Source: an optimization exercise on an open RTL-to-GDS flow (aim: small area and a short achievable clock period). Production flows keep margins and buffers that such runs may drop. Where RTL was checked, it was by simulation tests only, not by an equivalence proof against the original. The RTL of run 2 was laid out without a check of its function. Power figures rest on the tool's default switching activity, not on a simulated workload.

==> flow/design.v (outline; a module is shown in full before it is edited, if it fits) <==
// module mk_mac: 1047 lines
module mk_mac(CLK,
	      RST_N,
	      put_inp_A_a,
	      EN_put_inp_A,
	      RDY_put_inp_A,
	      put_inp_B_b,
	      EN_put_inp_B,
	      RDY_put_inp_B,
	      put_inp_C_c,
	      EN_put_inp_C,
	      RDY_put_inp_C,
	      put_inp_sel_sel,
	      EN_put_inp_sel,
	      RDY_put_inp_sel,
	      get_mac_op,
	      RDY_get_mac_op);
  // ...
==> flow/flow/run.sh <==
#!/bin/bash
# Standard synthesis, then the standard layout steps with faster port
# buffers and a tighter timing-repair target.
set -e
bash standard.sh synth > synth.log 2>&1
bash standard.sh "BUFFER_PORTS_ARGS=-buffer_cell sky130_fd_sc_hd__buf_2" SETUP_SLACK_MARGIN=6.3 finish > layout.log 2>&1
==> flow/standard.sh <==
#!/bin/bash
# synth_recipe.tcl (not shown) runs the flow's synth.tcl, then flattens the netlist and writes it again
# the make line also repeats each setting of config.mk as NAME=value (left out here)
make -C /OpenROAD-flow-scripts/flow DESIGN_CONFIG=/design/flow/config.mk WORK_HOME=/design/flow/orfs CLKGATE_MAP_FILE= SYNTH_SCRIPT=/design/flow/synth_recipe.tcl "${@:-finish}"
==> flow/config.mk <==
export PLATFORM = sky130hd
export DESIGN_NAME = mk_mac
export DESIGN_NICKNAME = mk_mac
export VERILOG_FILES = /design/flow/design.v
export SDC_FILE = /design/flow/constraint.sdc
export NUM_CORES = 8
export LEC_CHECK = 0
export ABC_AREA = 1
export CAP_MARGIN = 20
export CORE_MARGIN = 2
export CORE_UTILIZATION = 65
export CTS_CLUSTER_DIAMETER = 100
export CTS_CLUSTER_SIZE = 30
export PLACE_DENSITY = 0.75
export SLEW_MARGIN = 20
==> flow/constraint.sdc <==
create_clock -name core_clock -period 9.0 [get_ports {CLK}]
set_input_delay 1.8000 -clock core_clock [delete_from_list [all_inputs] [get_ports {CLK}]]
set_output_delay 1.8000 -clock core_clock [all_outputs]
set_load 0.01 [all_outputs]
==> flow_summary.toml, run 1 <==
[pwr]
power.group.top = "sequential cells"
power_sequential_mw = 4.59
internal-power_mw = 5.96
power-per-cell-area_nw_per_um2 = 354
powerClk_mw = 1.35

[cells_and_area]
sequential_cell_area_sq_um = 13900
final_layout_size_suffix_gt1_share_pct = 12.4
postLayoutCellArea_sq_um = 28100
layout.area.top_class = "sequential cells"
antenna_diode_count = 0
area_growth_syn_to_fin_pct = 8.98

[floorplanning]
die_w_um = 203

[cts]
cts_sinks = 647
ctsRootBufferMaster = "clkbuf_16"
maximum_buffer_depth_of_the_clock_tree = 3
cts-resized-gates = 51
tritoncts.num_buffers = 25

[global_routing]
grt_first_pass_wirelength_um = 92800
first_global_vias = 17600
global_route.usage.total_pct = 28.7

[status]
status = "complete, no violations"

[yosys]
yosys.area.top_type_share_pct = 42.7
synth_area_leaders = "dfxtp_1 (43%), edfxtp_1 (11%), nand2_1 (8.9%), nand3_1 (5.7%), ha_1 (5.3%)"
synth_enable_flop_cells = 97
ys_warn_count = 1
yosysSeqAreaShare_pct = 54.0
yosys.area_share.adder_pct = 9.87

[drt]
total_routed_length_um = 59500
route.antenna.remaining_nets = 0

[worst_setup_path]
critical_path_launch_point = "rg_sel"
setup_slack_of_the_most_critical_reg_to_reg_path_ns = 6.01
worstPathCellList = "buf_12 > inv_16 > nor2_2 > inv_2 > buf_4 > buf_6 > buf_4 > nand2_1 > xor2_1 > inv_1 > fa_2 > fa_2 > inv_2 > fa_2"

[sta]
worst-slew-pin-transition_ns = 1.14
highest_attainable_clock_frequency_mhz = 335
final.setup.tns_ns = 0

[placement]
preCtsSetupSlack_ns = 5.08
==> run 2, diff against run 1 <==
--- a/flow/design.v
+++ b/flow/design.v
@@ -56,135 +56,144 @@
   wire cls_zi = (iA & zB) | (zA & iB);
   wire [1:0] cls_in = cls_zi ? 2'd0 : (zA | zB) ? 2'd1 : (iA | iB) ? 2'd2 : 2'd3;
   reg [1:0] lc;
   always @(posedge CLK)
     if (!rg_sel) lc <= cls_in;
   wire [7:0] e_sum = eA + eB - 8'd127;
   wire [7:0] e_clamp = (e_sum > 8'd1 && e_sum < 8'd254) ? e_sum : 8'd0;
   wire [7:0] exp_add = cls_zi ? 8'd255 : (zA | zB) ? 8'd0 : (iA | iB) ? 8'd255 : e_clamp;
-  wire mi  = rg_sel;               
-  wire mx7 = ~rg_sel | rg_A[7];
-  wire my7 = ~rg_sel | rg_B[7];
-  wire mt_1 = (rg_A[0] & rg_B[5]) ^ (rg_A[1] & rg_B[4]);
-  wire mt_2 = (rg_A[0] & rg_B[5]) & (rg_A[1] & rg_B[4]);
-  wire mt_3 = (rg_A[0] & rg_B[6]) ^ (rg_A[1] & rg_B[5]) ^ (rg_A[2] & rg_B[4]);
-  wire mt_4 = ((rg_A[0] & rg_B[6]) & (rg_A[1] & rg_B[5])) | ((rg_A[0] & rg_B[6]) & (rg_A[2] & rg_B[4])) | ((rg_A[1] & rg_B[5]) & (rg_A[2] & rg_B[4]));
-  wire mt_5 = (rg_A[3] & rg_B[3]) ^ (rg_A[4] & rg_B[2]);
-  wire mt_6 = (rg_A[3] & rg_B[3]) & (rg_A[4] & rg_B[2]);
-  wire mt_7 = (rg_A[1] & rg_B[6]) ^ (rg_A[2] & rg_B[5]) ^ (rg_A[3] & rg_B[4]);
-  wire mt_8 = ((rg_A[1] & rg_B[6]) & (rg_A[2] & rg_B[5])) | ((rg_A[1] & rg_B[6]) & (rg_A[3] & rg_B[4])) | ((rg_A[2] & rg_B[5]) & (rg_A[3] & rg_B[4]));
-  wire mt_9 = (rg_A[4] & rg_B[3]) ^ (rg_A[5] & rg_B[2]) ^ (rg_A[6] & rg_B[1]);
-  wire mt_10 = ((rg_A[4] & rg_B[3]) & (rg_A[5] & rg_B[2])) | ((rg_A[4] & rg_B[3]) & (rg_A[6] & rg_B[1])) | ((rg_A[5] & rg_B[2]) & (rg_A[6] & rg_B[1]));
-  wire mt_11 = ((mx7 & rg_B[0]) ^ mi) ^ ((my7 & rg_A[0]) ^ mi);
-  wire mt_12 = ((mx7 & rg_B[0]) ^ mi) & ((my7 & rg_A[0]) ^ mi);
-  wire mt_13 = (rg_A[2] & rg_B[6]) ^ (rg_A[3] & rg_B[5]) ^ (rg_A[4] & rg_B[4]);
-  wire mt_14 = ((rg_A[2] & rg_B[6]) & (rg_A[3] & rg_B[5])) | ((rg_A[2] & rg_B[6]) & (rg_A[4] & rg_B[4])) | ((rg_A[3] & rg_B[5]) & (rg_A[4] & rg_B[4]));
-  wire mt_15 = (rg_A[5] & rg_B[3]) ^ (rg_A[6] & rg_B[2]) ^ ((mx7 & rg_B[1]) ^ mi);
-  wire mt_16 = ((rg_A[5] & rg_B[3]) & (rg_A[6] & rg_B[2])) | ((rg_A[5] & rg_B[3]) & ((mx7 & rg_B[1]) ^ mi)) | ((rg_A[6] & rg_B[2]) & ((mx7 & rg_B[1]) ^ mi));
-  wire mt_17 = ((my7 & rg_A[1]) ^ mi) ^ mi ^ (mi & rg_C[8]);
-  wire mt_18 = (((my7 & rg_A[1]) ^ mi) & mi) | (((my7 & rg_A[1]) ^ mi) & (mi & rg_C[8])) | (mi & (mi & rg_C[8]));
-  wire mt_19 = (rg_A[3] & rg_B[6]) ^ (rg_A[4] & rg_B[5]) ^ (rg_A[5] & rg_B[4]);
-  wire mt_20 = ((rg_A[3] & rg_B[6]) & (rg_A[4] & rg_B[5])) | ((rg_A[3] & rg_B[6]) & (rg_A[5] & rg_B[4])) | ((rg_A[4] & rg_B[5]) & (rg_A[5] & rg_B[4]));
-  wire mt_21 = (rg_A[6] & rg_B[3]) ^ ((mx7 & rg_B[2]) ^ mi) ^ ((my7 & rg_A[2]) ^ mi);
-  wire mt_22 = ((rg_A[6] & rg_B[3]) & ((mx7 & rg_B[2]) ^ mi)) | ((rg_A[6] & rg_B[3]) & ((my7 & rg_A[2]) ^ mi)) | (((mx7 & rg_B[2]) ^ mi) & ((my7 & rg_A[2]) ^ mi));
-  wire mt_23 = (rg_A[4] & rg_B[6]) ^ (rg_A[5] & rg_B[5]) ^ (rg_A[6] & rg_B[4]);
-  wire mt_24 = ((rg_A[4] & rg_B[6]) & (rg_A[5] & rg_B[5])) | ((rg_A[4] & rg_B[6]) & (rg_A[6] & rg_B[4])) | ((rg_A[5] & rg_B[5]) & (rg_A[6] & rg_B[4]));
-  wire mt_25 = (rg_A[0] & rg_B[3]) ^ (rg_A[1] & rg_B[2]);
-  wire mt_26 = (rg_A[0] & rg_B[3]) & (rg_A[1] & rg_B[2]);
-  wire mt_27 = (rg_A[0] & rg_B[4]) ^ (rg_A[1] & rg_B[3]) ^ (rg_A[2] & rg_B[2]);
-  wire mt_28 = ((rg_A[0] & rg_B[4]) & (rg_A[1] & rg_B[3])) | ((rg_A[0] & rg_B[4]) & (rg_A[2] & rg_B[2])) | ((rg_A[1] & rg_B[3]) & (rg_A[2] & rg_B[2]));
-  wire mt_29 = (rg_A[3] & rg_B[1]) ^ (rg_A[4] & rg_B[0]);
-  wire mt_30 = (rg_A[3] & rg_B[1]) & (rg_A[4] & rg_B[0]);
-  wire mt_31 = mt_1 ^ (rg_A[2] & rg_B[3]) ^ (rg_A[3] & rg_B[2]);
-  wire mt_32 = (mt_1 & (rg_A[2] & rg_B[3])) | (mt_1 & (rg_A[3] & rg_B[2])) | ((rg_A[2] & rg_B[3]) & (rg_A[3] & rg_B[2]));
-  wire mt_33 = (rg_A[4] & rg_B[1]) ^ (rg_A[5] & rg_B[0]) ^ (mi & rg_C[5]);
-  wire mt_34 = ((rg_A[4] & rg_B[1]) & (rg_A[5] & rg_B[0])) | ((rg_A[4] & rg_B[1]) & (mi & rg_C[5])) | ((rg_A[5] & rg_B[0]) & (mi & rg_C[5]));
-  wire mt_35 = mt_2 ^ mt_3 ^ mt_5;
-  wire mt_36 = (mt_2 & mt_3) | (mt_2 & mt_5) | (mt_3 & mt_5);
-  wire mt_37 = (rg_A[5] & rg_B[1]) ^ (rg_A[6] & rg_B[0]) ^ (mi & rg_C[6]);
-  wire mt_38 = ((rg_A[5] & rg_B[1]) & (rg_A[6] & rg_B[0])) | ((rg_A[5] & rg_B[1]) & (mi & rg_C[6])) | ((rg_A[6] & rg_B[0]) & (mi & rg_C[6]));
-  wire mt_39 = mt_4 ^ mt_6 ^ mt_7;
-  wire mt_40 = (mt_4 & mt_6) | (mt_4 & mt_7) | (mt_6 & mt_7);
-  wire mt_41 = mt_9 ^ mt_11 ^ (mi & rg_C[7]);
-  wire mt_42 = (mt_9 & mt_11) | (mt_9 & (mi & rg_C[7])) | (mt_11 & (mi & rg_C[7]));
-  wire mt_43 = mt_8 ^ mt_10 ^ mt_12;
-  wire mt_44 = (mt_8 & mt_10) | (mt_8 & mt_12) | (mt_10 & mt_12);
+  wire nx_sel = EN_put_inp_sel ? put_inp_sel_sel : rg_sel;
+  wire nx_a7  = EN_put_inp_A ? put_inp_A_a[7] : rg_A[7];
+  wire nx_b7  = EN_put_inp_B ? put_inp_B_b[7] : rg_B[7];
+  reg md_i8, md_ua, md_va, md_ub, md_vb, md_w;
+  always @(posedge CLK) begin
+    md_i8 <= nx_sel;
+    md_ua <= nx_sel & ~nx_a7;
+    md_va <= nx_sel & nx_a7;
+    md_ub <= nx_sel & ~nx_b7;
+    md_vb <= nx_sel & nx_b7;
+    md_w  <= ~nx_sel | (nx_a7 & nx_b7);
+  end
+  wire mt_1 = (md_i8 & rg_C[5]) ^ (rg_A[0] & rg_B[5]);
+  wire mt_2 = (md_i8 & rg_C[5]) & (rg_A[0] & rg_B[5]);
+  wire mt_3 = (md_i8 & rg_C[6]) ^ (rg_A[0] & rg_B[6]) ^ (rg_A[1] & rg_B[5]);
+  wire mt_4 = ((md_i8 & rg_C[6]) & (rg_A[0] & rg_B[6])) | ((md_i8 & rg_C[6]) & (rg_A[1] & rg_B[5])) | ((rg_A[0] & rg_B[6]) & (rg_A[1] & rg_B[5]));
+  wire mt_5 = (rg_A[2] & rg_B[4]) ^ (rg_A[3] & rg_B[3]);
+  wire mt_6 = (rg_A[2] & rg_B[4]) & (rg_A[3] & rg_B[3]);
+  wire mt_7 = (md_i8 & rg_C[7]) ^ (rg_A[1] & rg_B[6]) ^ (rg_A[2] & rg_B[5]);
+  wire mt_8 = ((md_i8 & rg_C[7]) & (rg_A[1] & rg_B[6])) | ((md_i8 & rg_C[7]) & (rg_A[2] & rg_B[5])) | ((rg_A[1] & rg_B[6]) & (rg_A[2] & rg_B[5]));
+  wire mt_9 = (rg_A[3] & rg_B[4]) ^ (rg_A[4] & rg_B[3]) ^ (rg_A[5] & rg_B[2]);
+  wire mt_10 = ((rg_A[3] & rg_B[4]) & (rg_A[4] & rg_B[3])) | ((rg_A[3] & rg_B[4]) & (rg_A[5] & rg_B[2])) | ((rg_A[4] & rg_B[3]) & (rg_A[5] & rg_B[2]));
+  wire mt_11 = (rg_A[6] & rg_B[1]) ^ (md_ua | (rg_B[0] ^ md_va));
+  wire mt_12 = (rg_A[6] & rg_B[1]) & (md_ua | (rg_B[0] ^ md_va));
+  wire mt_13 = (md_i8 & rg_C[8]) ^ (rg_A[2] & rg_B[6]) ^ (rg_A[3] & rg_B[5]);
+  wire mt_14 = ((md_i8 & rg_C[8]) & (rg_A[2] & rg_B[6])) | ((md_i8 & rg_C[8]) & (rg_A[3] & rg_B[5])) | ((rg_A[2] & rg_B[6]) & (rg_A[3] & rg_B[5]));
+  wire mt_15 = (rg_A[4] & rg_B[4]) ^ (rg_A[5] & rg_B[3]) ^ (rg_A[6] & rg_B[2]);
+  wire mt_16 = ((rg_A[4] & rg_B[4]) & (rg_A[5] & rg_B[3])) | ((rg_A[4] & rg_B[4]) & (rg_A[6] & rg_B[2])) | ((rg_A[5] & rg_B[3]) & (rg_A[6] & rg_B[2]));
+  wire mt_17 = md_i8 ^ (md_ua | (rg_B[1] ^ md_va)) ^ (md_ub | (rg_A[1] ^ md_vb));
+  wire mt_18 = (md_i8 & (md_ua | (rg_B[1] ^ md_va))) | (md_i8 & (md_ub | (rg_A[1] ^ md_vb))) | ((md_ua | (rg_B[1] ^ md_va)) & (md_ub | (rg_A[1] ^ md_vb)));
+  wire mt_19 = (md_i8 & rg_C[9]) ^ (rg_A[3] & rg_B[6]) ^ (rg_A[4] & rg_B[5]);
+  wire mt_20 = ((md_i8 & rg_C[9]) & (rg_A[3] & rg_B[6])) | ((md_i8 & rg_C[9]) & (rg_A[4] & rg_B[5])) | ((rg_A[3] & rg_B[6]) & (rg_A[4] & rg_B[5]));
+  wire mt_21 = (rg_A[5] & rg_B[4]) ^ (rg_A[6] & rg_B[3]) ^ (md_ua | (rg_B[2] ^ md_va));
+  wire mt_22 = ((rg_A[5] & rg_B[4]) & (rg_A[6] & rg_B[3])) | ((rg_A[5] & rg_B[4]) & (md_ua | (rg_B[2] ^ md_va))) | ((rg_A[6] & rg_B[3]) & (md_ua | (rg_B[2] ^ md_va)));
+  wire mt_23 = (md_i8 & rg_C[10]) ^ (rg_A[4] & rg_B[6]) ^ (rg_A[5] & rg_B[5]);
+  wire mt_24 = ((md_i8 & rg_C[10]) & (rg_A[4] & rg_B[6])) | ((md_i8 & rg_C[10]) & (rg_A[5] & rg_B[5])) | ((rg_A[4] & rg_B[6]) & (rg_A[5] & rg_B[5]));
+  wire mt_25 = (md_i8 & rg_C[3]) ^ (rg_A[0] & rg_B[3]);
+  wire mt_26 = (md_i8 & rg_C[3]) & (rg_A[0] & rg_B[3]);
+  wire mt_27 = (md_i8 & rg_C[4]) ^ (rg_A[0] & rg_B[4]) ^ (rg_A[1] & rg_B[3]);
+  wire mt_28 = ((md_i8 & rg_C[4]) & (rg_A[0] & rg_B[4])) | ((md_i8 & rg_C[4]) & (rg_A[1] & rg_B[3])) | ((rg_A[0] & rg_B[4]) & (rg_A[1] & rg_B[3]));
+  wire mt_29 = (rg_A[2] & rg_B[2]) ^ (rg_A[3] & rg_B[1]);
+  wire mt_30 = (rg_A[2] & rg_B[2]) & (rg_A[3] & rg_B[1]);
+  wire mt_31 = (rg_A[1] & rg_B[4]) ^ (rg_A[2] & rg_B[3]) ^ (rg_A[3] & rg_B[2]);
+  wire mt_32 = ((rg_A[1] & rg_B[4]) & (rg_A[2] & rg_B[3])) | ((rg_A[1] & rg_B[4]) & (rg_A[3] & rg_B[2])) | ((rg_A[2] & rg_B[3]) & (rg_A[3] & rg_B[2]));
+  wire mt_33 = (rg_A[4] & rg_B[1]) ^ (rg_A[5] & rg_B[0]) ^ mt_1;
+  wire mt_34 = ((rg_A[4] & rg_B[1]) & (rg_A[5] & rg_B[0])) | ((rg_A[4] & rg_B[1]) & mt_1) | ((rg_A[5] & rg_B[0]) & mt_1);
+  wire mt_35 = (rg_A[4] & rg_B[2]) ^ (rg_A[5] & rg_B[1]) ^ (rg_A[6] & rg_B[0]);
+  wire mt_36 = ((rg_A[4] & rg_B[2]) & (rg_A[5] & rg_B[1])) | ((rg_A[4] & rg_B[2]) & (rg_A[6] & rg_B[0])) | ((rg_A[5] & rg_B[1]) & (rg_A[6] & rg_B[0]));
+  wire mt_37 = mt_2 ^ mt_5 ^ mt_3;
+  wire mt_38 = (mt_2 & mt_5) | (mt_2 & mt_3) | (mt_5 & mt_3);
+  wire mt_39 = (md_ub | (rg_A[0] ^ md_vb)) ^ mt_6 ^ mt_11;
+  wire mt_40 = ((md_ub | (rg_A[0] ^ md_vb)) & mt_6) | ((md_ub | (rg_A[0] ^ md_vb)) & mt_11) | (mt_6 & mt_11);
+  wire mt_41 = mt_4 ^ mt_7 ^ mt_9;
+  wire mt_42 = (mt_4 & mt_7) | (mt_4 & mt_9) | (mt_7 & mt_9);
+  wire mt_43 = mt_12 ^ mt_10 ^ mt_8;
+  wire mt_44 = (mt_12 & mt_10) | (mt_12 & mt_8) | (mt_10 & mt_8);
   wire mt_45 = mt_13 ^ mt_15 ^ mt_17;
   wire mt_46 = (mt_13 & mt_15) | (mt_13 & mt_17) | (mt_15 & mt_17);
-  wire mt_47 = mt_14 ^ mt_16 ^ mt_18;
-  wire mt_48 = (mt_14 & mt_16) | (mt_14 & mt_18) | (mt_16 & mt_18);
-  wire mt_49 = mt_19 ^ mt_21 ^ (mi & rg_C[9]);
-  wire mt_50 = (mt_19 & mt_21) | (mt_19 & (mi & rg_C[9])) | (mt_21 & (mi & rg_C[9]));
-  wire mt_51 = mt_20 ^ mt_22 ^ mt_23;
-  wire mt_52 = (mt_20 & mt_22) | (mt_20 & mt_23) | (mt_22 & mt_23);
-  wire mt_53 = ((mx7 & rg_B[3]) ^ mi) ^ ((my7 & rg_A[3]) ^ mi) ^ (mi & rg_C[10]);
-  wire mt_54 = (((mx7 & rg_B[3]) ^ mi) & ((my7 & rg_A[3]) ^ mi)) | (((mx7 & rg_B[3]) ^ mi) & (mi & rg_C[10])) | (((my7 & rg_A[3]) ^ mi) & (mi & rg_C[10]));
-  wire mt_55 = mt_24 ^ (rg_A[5] & rg_B[6]) ^ (rg_A[6] & rg_B[5]);
-  wire mt_56 = (mt_24 & (rg_A[5] & rg_B[6])) | (mt_24 & (rg_A[6] & rg_B[5])) | ((rg_A[5] & rg_B[6]) & (rg_A[6] & rg_B[5]));
-  wire mt_57 = ((mx7 & rg_B[4]) ^ mi) ^ ((my7 & rg_A[4]) ^ mi) ^ (mi & rg_C[11]);
-  wire mt_58 = (((mx7 & rg_B[4]) ^ mi) & ((my7 & rg_A[4]) ^ mi)) | (((mx7 & rg_B[4]) ^ mi) & (mi & rg_C[11])) | (((my7 & rg_A[4]) ^ mi) & (mi & rg_C[11]));
-  wire mt_59 = (rg_A[6] & rg_B[6]) ^ ((mx7 & rg_B[5]) ^ mi) ^ ((my7 & rg_A[5]) ^ mi);
-  wire mt_60 = ((rg_A[6] & rg_B[6]) & ((mx7 & rg_B[5]) ^ mi)) | ((rg_A[6] & rg_B[6]) & ((my7 & rg_A[5]) ^ mi)) | (((mx7 & rg_B[5]) ^ mi) & ((my7 & rg_A[5]) ^ mi));
-  wire mt_61 = (rg_A[0] & rg_B[2]) ^ (rg_A[1] & rg_B[1]);
-  wire mt_62 = (rg_A[0] & rg_B[2]) & (rg_A[1] & rg_B[1]);
-  wire mt_63 = mt_25 ^ (rg_A[2] & rg_B[1]) ^ (rg_A[3] & rg_B[0]);
-  wire mt_64 = (mt_25 & (rg_A[2] & rg_B[1])) | (mt_25 & (rg_A[3] & rg_B[0])) | ((rg_A[2] & rg_B[1]) & (rg_A[3] & rg_B[0]));
-  wire mt_65 = mt_26 ^ mt_27 ^ mt_29;
-  wire mt_66 = (mt_26 & mt_27) | (mt_26 & mt_29) | (mt_27 & mt_29);
-  wire mt_67 = mt_28 ^ mt_30 ^ mt_31;
-  wire mt_68 = (mt_28 & mt_30) | (mt_28 & mt_31) | (mt_30 & mt_31);
-  wire mt_69 = mt_32 ^ mt_34 ^ mt_35;
-  wire mt_70 = (mt_32 & mt_34) | (mt_32 & mt_35) | (mt_34 & mt_35);
+  wire mt_47 = (md_ub | (rg_A[2] ^ md_vb)) ^ mt_14 ^ mt_16;
+  wire mt_48 = ((md_ub | (rg_A[2] ^ md_vb)) & mt_14) | ((md_ub | (rg_A[2] ^ md_vb)) & mt_16) | (mt_14 & mt_16);
+  wire mt_49 = mt_19 ^ mt_18 ^ mt_21;
+  wire mt_50 = (mt_19 & mt_18) | (mt_19 & mt_21) | (mt_18 & mt_21);
+  wire mt_51 = (rg_A[6] & rg_B[4]) ^ (md_ua | (rg_B[3] ^ md_va)) ^ (md_ub | (rg_A[3] ^ md_vb));
+  wire mt_52 = ((rg_A[6] & rg_B[4]) & (md_ua | (rg_B[3] ^ md_va))) | ((rg_A[6] & rg_B[4]) & (md_ub | (rg_A[3] ^ md_vb))) | ((md_ua | (rg_B[3] ^ md_va)) & (md_ub | (rg_A[3] ^ md_vb)));
+  wire mt_53 = mt_20 ^ mt_23 ^ mt_22;
+  wire mt_54 = (mt_20 & mt_23) | (mt_20 & mt_22) | (mt_23 & mt_22);
+  wire mt_55 = (md_i8 & rg_C[11]) ^ (rg_A[5] & rg_B[6]) ^ (rg_A[6] & rg_B[5]);
+  wire mt_56 = ((md_i8 & rg_C[11]) & (rg_A[5] & rg_B[6])) | ((md_i8 & rg_C[11]) & (rg_A[6] & rg_B[5])) | ((rg_A[5] & rg_B[6]) & (rg_A[6] & rg_B[5]));
+  wire mt_57 = (md_ua | (rg_B[4] ^ md_va)) ^ (md_ub | (rg_A[4] ^ md_vb)) ^ mt_24;
+  wire mt_58 = ((md_ua | (rg_B[4] ^ md_va)) & (md_ub | (rg_A[4] ^ md_vb))) | ((md_ua | (rg_B[4] ^ md_va)) & mt_24) | ((md_ub | (rg_A[4] ^ md_vb)) & mt_24);
+  wire mt_59 = (md_i8 & rg_C[12]) ^ (rg_A[6] & rg_B[6]) ^ (md_ua | (rg_B[5] ^ md_va));
+  wire mt_60 = ((md_i8 & rg_C[12]) & (rg_A[6] & rg_B[6])) | ((md_i8 & rg_C[12]) & (md_ua | (rg_B[5] ^ md_va))) | ((rg_A[6] & rg_B[6]) & (md_ua | (rg_B[5] ^ md_va)));
+  wire mt_61 = (md_i8 & rg_C[2]) ^ (rg_A[0] & rg_B[2]);
+  wire mt_62 = (md_i8 & rg_C[2]) & (rg_A[0] & rg_B[2]);
+  wire mt_63 = (rg_A[1] & rg_B[2]) ^ (rg_A[2] & rg_B[1]) ^ (rg_A[3] & rg_B[0]);
+  wire mt_64 = ((rg_A[1] & rg_B[2]) & (rg_A[2] & rg_B[1])) | ((rg_A[1] & rg_B[2]) & (rg_A[3] & rg_B[0])) | ((rg_A[2] & rg_B[1]) & (rg_A[3] & rg_B[0]));
+  wire mt_65 = (rg_A[4] & rg_B[0]) ^ mt_26 ^ mt_29;
+  wire mt_66 = ((rg_A[4] & rg_B[0]) & mt_26) | ((rg_A[4] & rg_B[0]) & mt_29) | (mt_26 & mt_29);
+  wire mt_67 = mt_30 ^ mt_28 ^ mt_31;
+  wire mt_68 = (mt_30 & mt_28) | (mt_30 & mt_31) | (mt_28 & mt_31);
+  wire mt_69 = mt_32 ^ mt_35 ^ mt_34;
+  wire mt_70 = (mt_32 & mt_35) | (mt_32 & mt_34) | (mt_35 & mt_34);
   wire mt_71 = mt_36 ^ mt_38 ^ mt_39;
   wire mt_72 = (mt_36 & mt_38) | (mt_36 & mt_39) | (mt_38 & mt_39);
   wire mt_73 = mt_40 ^ mt_42 ^ mt_43;
   wire mt_74 = (mt_40 & mt_42) | (mt_40 & mt_43) | (mt_42 & mt_43);
-  wire mt_75 = mt_44 ^ mt_46 ^ mt_47;
-  wire mt_76 = (mt_44 & mt_46) | (mt_44 & mt_47) | (mt_46 & mt_47);
-  wire mt_77 = mt_48 ^ mt_50 ^ mt_51;
-  wire mt_78 = (mt_48 & mt_50) | (mt_48 & mt_51) | (mt_50 & mt_51);
-  wire mt_79 = mt_52 ^ mt_54 ^ mt_55;
-  wire mt_80 = (mt_52 & mt_54) | (mt_52 & mt_55) | (mt_54 & mt_55);
-  wire mt_81 = mt_56 ^ mt_58 ^ mt_59;
-  wire mt_82 = (mt_56 & mt_58) | (mt_56 & mt_59) | (mt_58 & mt_59);
-  wire mt_83 = mt_60 ^ ((mx7 & rg_B[6]) ^ mi) ^ ((my7 & rg_A[6]) ^ mi);
-  wire mt_84 = (mt_60 & ((mx7 & rg_B[6]) ^ mi)) | (mt_60 & ((my7 & rg_A[6]) ^ mi)) | (((mx7 & rg_B[6]) ^ mi) & ((my7 & rg_A[6]) ^ mi));
-  wire mt_85 = (rg_A[0] & rg_B[1]) ^ (rg_A[1] & rg_B[0]);
-  wire mt_86 = (rg_A[0] & rg_B[1]) & (rg_A[1] & rg_B[0]);
-  wire mt_87 = mt_61 ^ (rg_A[2] & rg_B[0]) ^ (mi & rg_C[2]);
-  wire mt_88 = (mt_61 & (rg_A[2] & rg_B[0])) | (mt_61 & (mi & rg_C[2])) | ((rg_A[2] & rg_B[0]) & (mi & rg_C[2]));
-  wire mt_89 = mt_62 ^ mt_63 ^ (mi & rg_C[3]);
-  wire mt_90 = (mt_62 & mt_63) | (mt_62 & (mi & rg_C[3])) | (mt_63 & (mi & rg_C[3]));
-  wire mt_91 = mt_64 ^ mt_65 ^ (mi & rg_C[4]);
-  wire mt_92 = (mt_64 & mt_65) | (mt_64 & (mi & rg_C[4])) | (mt_65 & (mi & rg_C[4]));
-  wire mt_93 = mt_66 ^ mt_67 ^ mt_33;
-  wire mt_94 = (mt_66 & mt_67) | (mt_66 & mt_33) | (mt_67 & mt_33);
-  wire mt_95 = mt_68 ^ mt_69 ^ mt_37;
-  wire mt_96 = (mt_68 & mt_69) | (mt_68 & mt_37) | (mt_69 & mt_37);
-  wire mt_97 = mt_70 ^ mt_71 ^ mt_41;
-  wire mt_98 = (mt_70 & mt_71) | (mt_70 & mt_41) | (mt_71 & mt_41);
-  wire mt_99 = mt_72 ^ mt_73 ^ mt_45;
-  wire mt_100 = (mt_72 & mt_73) | (mt_72 & mt_45) | (mt_73 & mt_45);
-  wire mt_101 = mt_74 ^ mt_75 ^ mt_49;
-  wire mt_102 = (mt_74 & mt_75) | (mt_74 & mt_49) | (mt_75 & mt_49);
-  wire mt_103 = mt_76 ^ mt_77 ^ mt_53;
-  wire mt_104 = (mt_76 & mt_77) | (mt_76 & mt_53) | (mt_77 & mt_53);
-  wire mt_105 = mt_78 ^ mt_79 ^ mt_57;
-  wire mt_106 = (mt_78 & mt_79) | (mt_78 & mt_57) | (mt_79 & mt_57);
-  wire mt_107 = mt_80 ^ mt_81 ^ (mi & rg_C[12]);
-  wire mt_108 = (mt_80 & mt_81) | (mt_80 & (mi & rg_C[12])) | (mt_81 & (mi & rg_C[12]));
-  wire mt_109 = mt_82 ^ mt_83 ^ (mi & rg_C[13]);
-  wire mt_110 = (mt_82 & mt_83) | (mt_82 & (mi & rg_C[13])) | (mt_83 & (mi & rg_C[13]));
-  wire mt_111 = mt_84 ^ (mx7 & my7) ^ (mi & rg_C[14]);
-  wire mt_112 = (mt_84 & (mx7 & my7)) | (mt_84 & (mi & rg_C[14])) | ((mx7 & my7) & (mi & rg_C[14]));
-  wire mt_113 = mi ^ (mi & rg_C[15]);
-  wire mt_114 = mi & (mi & rg_C[15]);
-  wire [17:0] mt_r0 = {1'b0, mt_114, mt_112, mt_110, mt_108, mt_106, mt_104, mt_102, mt_100, mt_98, mt_96, mt_94, mt_92, mt_90, mt_88, mt_86, mt_85, (rg_A[0] & rg_B[0])};
-  wire [17:0] mt_r1 = {1'b0, 1'b0, mt_113, mt_111, mt_109, mt_107, mt_105, mt_103, mt_101, mt_99, mt_97, mt_95, mt_93, mt_91, mt_89, mt_87, (mi & rg_C[1]), (mi & rg_C[0])};
+  wire mt_75 = mt_44 ^ mt_47 ^ mt_46;
+  wire mt_76 = (mt_44 & mt_47) | (mt_44 & mt_46) | (mt_47 & mt_46);
+  wire mt_77 = mt_51 ^ mt_48 ^ mt_50;
+  wire mt_78 = (mt_51 & mt_48) | (mt_51 & mt_50) | (mt_48 & mt_50);
+  wire mt_79 = mt_55 ^ mt_52 ^ mt_57;
+  wire mt_80 = (mt_55 & mt_52) | (mt_55 & mt_57) | (mt_52 & mt_57);
+  wire mt_81 = (md_ub | (rg_A[5] ^ md_vb)) ^ mt_56 ^ mt_59;
+  wire mt_82 = ((md_ub | (rg_A[5] ^ md_vb)) & mt_56) | ((md_ub | (rg_A[5] ^ md_vb)) & mt_59) | (mt_56 & mt_59);
+  wire mt_83 = (md_i8 & rg_C[13]) ^ (md_ua | (rg_B[6] ^ md_va)) ^ (md_ub | (rg_A[6] ^ md_vb));
+  wire mt_84 = ((md_i8 & rg_C[13]) & (md_ua | (rg_B[6] ^ md_va))) | ((md_i8 & rg_C[13]) & (md_ub | (rg_A[6] ^ md_vb))) | ((md_ua | (rg_B[6] ^ md_va)) & (md_ub | (rg_A[6] ^ md_vb)));
+  wire mt_85 = (md_i8 & rg_C[1]) ^ (rg_A[0] & rg_B[1]);
+  wire mt_86 = (md_i8 & rg_C[1]) & (rg_A[0] & rg_B[1]);
+  wire mt_87 = (rg_A[1] & rg_B[1]) ^ (rg_A[2] & rg_B[0]) ^ mt_61;
+  wire mt_88 = ((rg_A[1] & rg_B[1]) & (rg_A[2] & rg_B[0])) | ((rg_A[1] & rg_B[1]) & mt_61) | ((rg_A[2] & rg_B[0]) & mt_61);
+  wire mt_89 = mt_62 ^ mt_25 ^ mt_63;
+  wire mt_90 = (mt_62 & mt_25) | (mt_62 & mt_63) | (mt_25 & mt_63);
+  wire mt_91 = mt_64 ^ mt_27 ^ mt_65;
+  wire mt_92 = (mt_64 & mt_27) | (mt_64 & mt_65) | (mt_27 & mt_65);
+  wire mt_93 = mt_66 ^ mt_33 ^ mt_67;
+  wire mt_94 = (mt_66 & mt_33) | (mt_66 & mt_67) | (mt_33 & mt_67);
+  wire mt_95 = mt_68 ^ mt_37 ^ mt_69;
+  wire mt_96 = (mt_68 & mt_37) | (mt_68 & mt_69) | (mt_37 & mt_69);
+  wire mt_97 = mt_41 ^ mt_70 ^ mt_71;
+  wire mt_98 = (mt_41 & mt_70) | (mt_41 & mt_71) | (mt_70 & mt_71);
+  wire mt_99 = mt_45 ^ mt_72 ^ mt_73;
+  wire mt_100 = (mt_45 & mt_72) | (mt_45 & mt_73) | (mt_72 & mt_73);
+  wire mt_101 = mt_49 ^ mt_74 ^ mt_75;
+  wire mt_102 = (mt_49 & mt_74) | (mt_49 & mt_75) | (mt_74 & mt_75);
+  wire mt_103 = mt_53 ^ mt_76 ^ mt_77;
+  wire mt_104 = (mt_53 & mt_76) | (mt_53 & mt_77) | (mt_76 & mt_77);
+  wire mt_105 = mt_54 ^ mt_79 ^ mt_78;
+  wire mt_106 = (mt_54 & mt_79) | (mt_54 & mt_78) | (mt_79 & mt_78);
+  wire mt_107 = mt_58 ^ mt_81 ^ mt_80;
+  wire mt_108 = (mt_58 & mt_81) | (mt_58 & mt_80) | (mt_81 & mt_80);
+  wire mt_109 = mt_60 ^ mt_83 ^ mt_82;
+  wire mt_110 = (mt_60 & mt_83) | (mt_60 & mt_82) | (mt_83 & mt_82);
+  wire mt_111 = (md_i8 & rg_C[14]) ^ md_w ^ mt_84;
+  wire mt_112 = ((md_i8 & rg_C[14]) & md_w) | ((md_i8 & rg_C[14]) & mt_84) | (md_w & mt_84);
+  wire mt_113 = (md_i8 & rg_C[15]) ^ md_i8;
+  wire mt_114 = (md_i8 & rg_C[15]) & md_i8;
+  wire [17:0] mt_r0 = {1'b0, mt_114, mt_112, mt_110, mt_108, mt_106, mt_104, mt_102, mt_100, mt_98, mt_96, mt_94, mt_92, mt_90, mt_88, mt_86, mt_85, (md_i8 & rg_C[0])};
+  wire [17:0] mt_r1 = {1'b0, 1'b0, mt_113, mt_111, mt_109, mt_107, mt_105, mt_103, mt_101, mt_99, mt_97, mt_95, mt_93, mt_91, mt_89, mt_87, (rg_A[1] & rg_B[0]), (rg_A[0] & rg_B[0])};
   reg        t0_s;
   reg [7:0]  t0_e;
   reg [17:0] t0_r0, t0_r1;
   reg [31:0] t0_c;
   always @(posedge CLK) begin
     t0_s  <= rg_A[15] ^ rg_B[15];
     t0_e  <= exp_add;
     t0_r0 <= mt_r0;
@@ -895,27 +904,27 @@
   reg        t6_s, t6_exc, t6_nan;
   reg [7:0]  t6_e;
   reg [4:0]  t6_l;
   reg [27:0] t6_m;
   always @(posedge CLK) begin
     t6_s   <= t5_s;
     t6_exc <= t5_exc;
     t6_nan <= t5_nan;
-    t6_e   <= t5_e - {3'd0, lz};    
+    t6_e   <= t5_e;                 
     t6_l   <= lz;
     t6_m   <= t5_m;
   end
   wire [27:0] nm = t6_m << t6_l;
   reg        t7_s, t7_rnd;
   reg [7:0]  t7_e;
   reg [22:0] t7_f;
   always @(posedge CLK) begin
     t7_s   <= t6_s;
-    t7_e   <= t6_exc ? 8'd255 : t6_e;
+    t7_e   <= t6_exc ? 8'd255 : t6_e - {3'd0, t6_l};
     t7_f   <= t6_exc ? (t6_nan ? 23'h400000 : 23'd0) : nm[26:4];
     t7_rnd <= ~t6_exc & nm[3] & (nm[4] | (nm[2:0] != 3'd0));
   end
   wire ri_g1 = 1'b0 | (t7_f[1] & (t7_rnd & t7_f[0]));
   wire ri_p2 = t7_f[1] & t7_f[0];
   wire ri_g3 = 1'b0;
   wire ri_p4 = t7_f[3] & t7_f[2];
   wire ri_g5 = 1'b0;
==> flow/flow/run.sh (replaced) <==
#!/bin/bash
# Standard synthesis, then the standard layout steps with faster port
# buffers and a tighter timing-repair target.
set -e
bash standard.sh synth > synth.log 2>&1
bash standard.sh "BUFFER_PORTS_ARGS=-buffer_cell sky130_fd_sc_hd__buf_2" SETUP_SLACK_MARGIN=6 finish > layout.log 2>&1
==> run 2 against run 1 <==
  * Largest power group unchanged
  * Critical endpoint is now get_mac_op[8]
  * Clock power about the same
  * Sequential power about the same
  * Largest cell class unchanged
  * Die area is 1.5% higher
  * Setup slack better by 0.071 ns
  * Critical path type is now flop to output port
  * Combinational power fell by 8.7%
  * Sequential share of layout area up 1.2 points
  * Routed wire length fell by 3.6%
  * Non-clock buffer count is 49 lower
==> flow_summary.toml, run 2 <==
[status]
status = "complete, no violations"

[sta]
max-slew-margin-rel_pct = 23.6
setup_ws_ns = 6.08
grt_setup_unrepaired = "false"
final_hold_viol_count = 0
highest_attainable_clock_frequency_mhz = 343
min_period_ns = 2.92
final_max_slew_viol_count = 0
worst-slew-pin-transition_ns = 1.15
worst_clock_skew_on_the_final_layout_ns = 0.0233
timing.final.setup_violations = 0
final.setup.tns_ns = 0
finalCritPeriodShare_pct = 32.4

[drt]
vias = 18500
route.antenna.remaining_nets = 0
first_iter_violations = 1486
routed_wire_length_per_instance_um = 16.7
post-route-drc-count = 0
firstDrtPassIters = 6
post_drt_via_cell_ratio = 5.39
total_routed_length_um = 57400

[cells_and_area]
layout_commonest_cell = "nand2_1"
final_layout_size_suffix_gt1_share_pct = 7.16
area_of_combinational_cells_with_multiple_inputs_sq_um = 10400
area_growth_syn_to_fin_pct = 5.46
layout_common_cells = "nand2_1 (640), dfxtp_1 (552), inv_1 (329), nand3_1 (283), nor2_1 (166)"
antenna_diode_count = 0
final_cell_count_no_fill = 3431
sequential_cell_area_sq_um = 14000
fin_nets = 3134
fillers = 3078

[pwr]
power_leakage_nw = 13.3
ir_drop_v = 0.000207
power-per-cell-area_nw_per_um2 = 349

[worst_setup_path]
worstPathCellList = "buf_2"
arrival_time_at_the_worst_endpoint_ns = 1.12
critical-path-max-stage-delay_ns = 0.37
timing_worst_setup_path_type = "flop to output port"
end_kind = "output port"
crit_path_start_kind = "flop"
cp_top_family = "flip-flops"
timing.critical_path.fanout_max = 1
crit_slowest_cell = "dfxtp_1"
worst-endpoint-required_ns = 7.20
worstPathBufferInverterCount = 1

[placement]
preCtsSetupSlack_ns = 5.94
dp.cells = 3389
place_hpwl_um = 44100
port_bufs = 102
gp_congestion = 0.917

[yosys]
cell_area_after_synthesis_sq_um = 26200
ys_warn_count = 1
ys.flop_type = "dfxtp_1"
postSynthRegisterBits = 652
post_synth.cell_area_avg_sq_um = 9.16
async_flop_share_pct = 0
ys_top_cells_by_count = "nand2_1 (640), dfxtp_1 (556), inv_1 (330)"
post-synth-top-count-cell = "nand2_1"
synth_enable_flop_cells = 96
synth_top_cell_by_area = "dfxtp_1"
yosys.cell_types.count = 63
yosys.area.top_type_share_pct = 42.5
synth_area_leaders = "dfxtp_1 (43%), edfxtp_1 (11%), nand2_1 (9.2%), nand3_1 (5.4%), ha_1 (5.2%)"
yosysSeqAreaShare_pct = 53.6
gate_count_of_the_mapped_netlist = 2855

[floorplanning]
chipHeight_um = 205
die_w_um = 205
start_util_pct = 65.8
design.die.area_sq_um = 41900
core-area_sq_um = 39700
row_count = 73
boundaryPins = 108

[cts]
cts_hold_buffers = 0
clk_transition_reported_paths_ns = 0.11
ctsRootBufferMaster = "clkbuf_16"
tritoncts = "yes"
tritoncts.num_buffers = 25
maximum_buffer_depth_of_the_clock_tree = 3
cts_sinks = 652
h-tree-depth = 1
worst_skew_pair.late_latency_ns = 0.60

[global_routing]
maximum_number_of_pins_on_one_net_before_global_route_repair = 49
grt_first_pass_wirelength_um = 90100
global_route.usage.total_pct = 27.3
first_global_vias = 17500
antenna_found_initial = 0
gr-total-overflow = 0

[worst_hold_path]
hold_path.class = "flop to flop"

[job]
max-cap-violations = 0
[run 2: changes by cell type in the layout (fill, tap and decap cells not counted), moves of 19 or more]
cell	delta
inv_1	+48
buf_4	-41
o21ai_0	+40
nor2_1	+38
nand2_1	+36
dfxtp_1	+22
inv_2	-21
buf_6	-19
fa_1	+19
[run 2: kinds of logic after synthesis]
group	synth area share (%)
other	0.0143
AO/OA/AOI/OAI	5.74
AND/OR/NAND/NOR	20.7
buffers and inverters	6.95
flip-flops	53.6
multiplexers	0.153
XOR/XNOR	3.08
adder cells (fa/ha/maj)	9.80
[run 2: report_power, final]
part / internal (mW) / leakage [nW] / switching (mW) / total (mW)
Sequential: 4.00 / 5.64 / 0.620 / 4.62
Clock: 0.531 / 0.340 / 0.824 / 1.35
Combinational: 1.30 / 7.31 / 2.37 / 3.67
Total: 5.83 / 13.3 / 3.81 / 9.64
[run 2: final cells by class]
cell class | count | area share [%]
timing repair buffer | 110 | 2.08
multi-input combinational | 1765 | 37.5
timing repair inverter | 1 | 0.0181
tap | 525 | 2.38
clock buffer | 37 | 2.44
sequential | 652 | 50.8
inverter | 339 | 4.64
clock inverter | 2 | 0.104
[run 2: routing by layer]
metal  routed length [um]  track usage, %  vias up
met3                 2990            2.67       84
li1                     -               -     9239
met5                    0               0        -
met1                25100            36.4     8606
met4                 1600            6.73        0
met2                27700            47.8      580
[run 2: path summary, 6_finish.rpt]
check	cells past startpoint	endpoint	slack [ns]	from
setup / recovery	1	get_mac_op[8]	6.08	rg_out[8]
hold / removal	0	t1_c[18]	0.32	t0_c[18]
setup reg to reg	8	t0_r1[9]	6.18	rg_B[1]
hold reg to reg	0	t1_c[18]	0.32	t0_c[18]
[run 2: repair_timing]
| action | in CTS | in global routing |
|---|---|---|
| gates resized for setup | 2 | 6 |
| setup endpoints to repair | 10 | 19 |
| buffers inserted | 0 | 2 |
| cloned | 0 | 1 |
[run 2: metrics by stage]
step	hold WS, ns	cell area (sq um)	util [%]	total power, mW
after floorplan	0.310	26200	-	7.18
after global placement	0.310	26800	67.6	8.16
after detailed placement	0.312	26800	67.6	8.28
after CTS	0.320	27600	69.3	9.62
after global routing	0.330	27600	69.4	10.3
final	0.324	27600	69.4	9.64

==> what the ideal ports hide <==
The flow's constraints put no driver on any port. The routed layouts listed below were extracted and timed again, unchanged, in two steps. Step 1 (the two cells are an assumption about what drives the block):
set clk [get_ports {CLK}]
set_driving_cell -lib_cell sky130_fd_sc_hd__clkbuf_16 $clk
set_driving_cell -lib_cell sky130_fd_sc_hd__buf_2 [delete_from_list [all_inputs] $clk]
Step 2 times the ports against the registers' clock, not the clock port: input delays grow and output delays shrink by t, the midpoint of the rising clock arrivals with the driver on. Three values: no drivers, after step 1, after step 2; two values: the first two.
run | shift t [ns] | setup slack, ns | worst data-port slew with drivers (ns)
run 1 | 0.635 | 6.011 / 6.011 / 6.011 | 0.03
run 2 | 0.649 | 6.082 / 6.023 / 6.141 | 0.05
After both steps setup and hold are still met in every run listed.
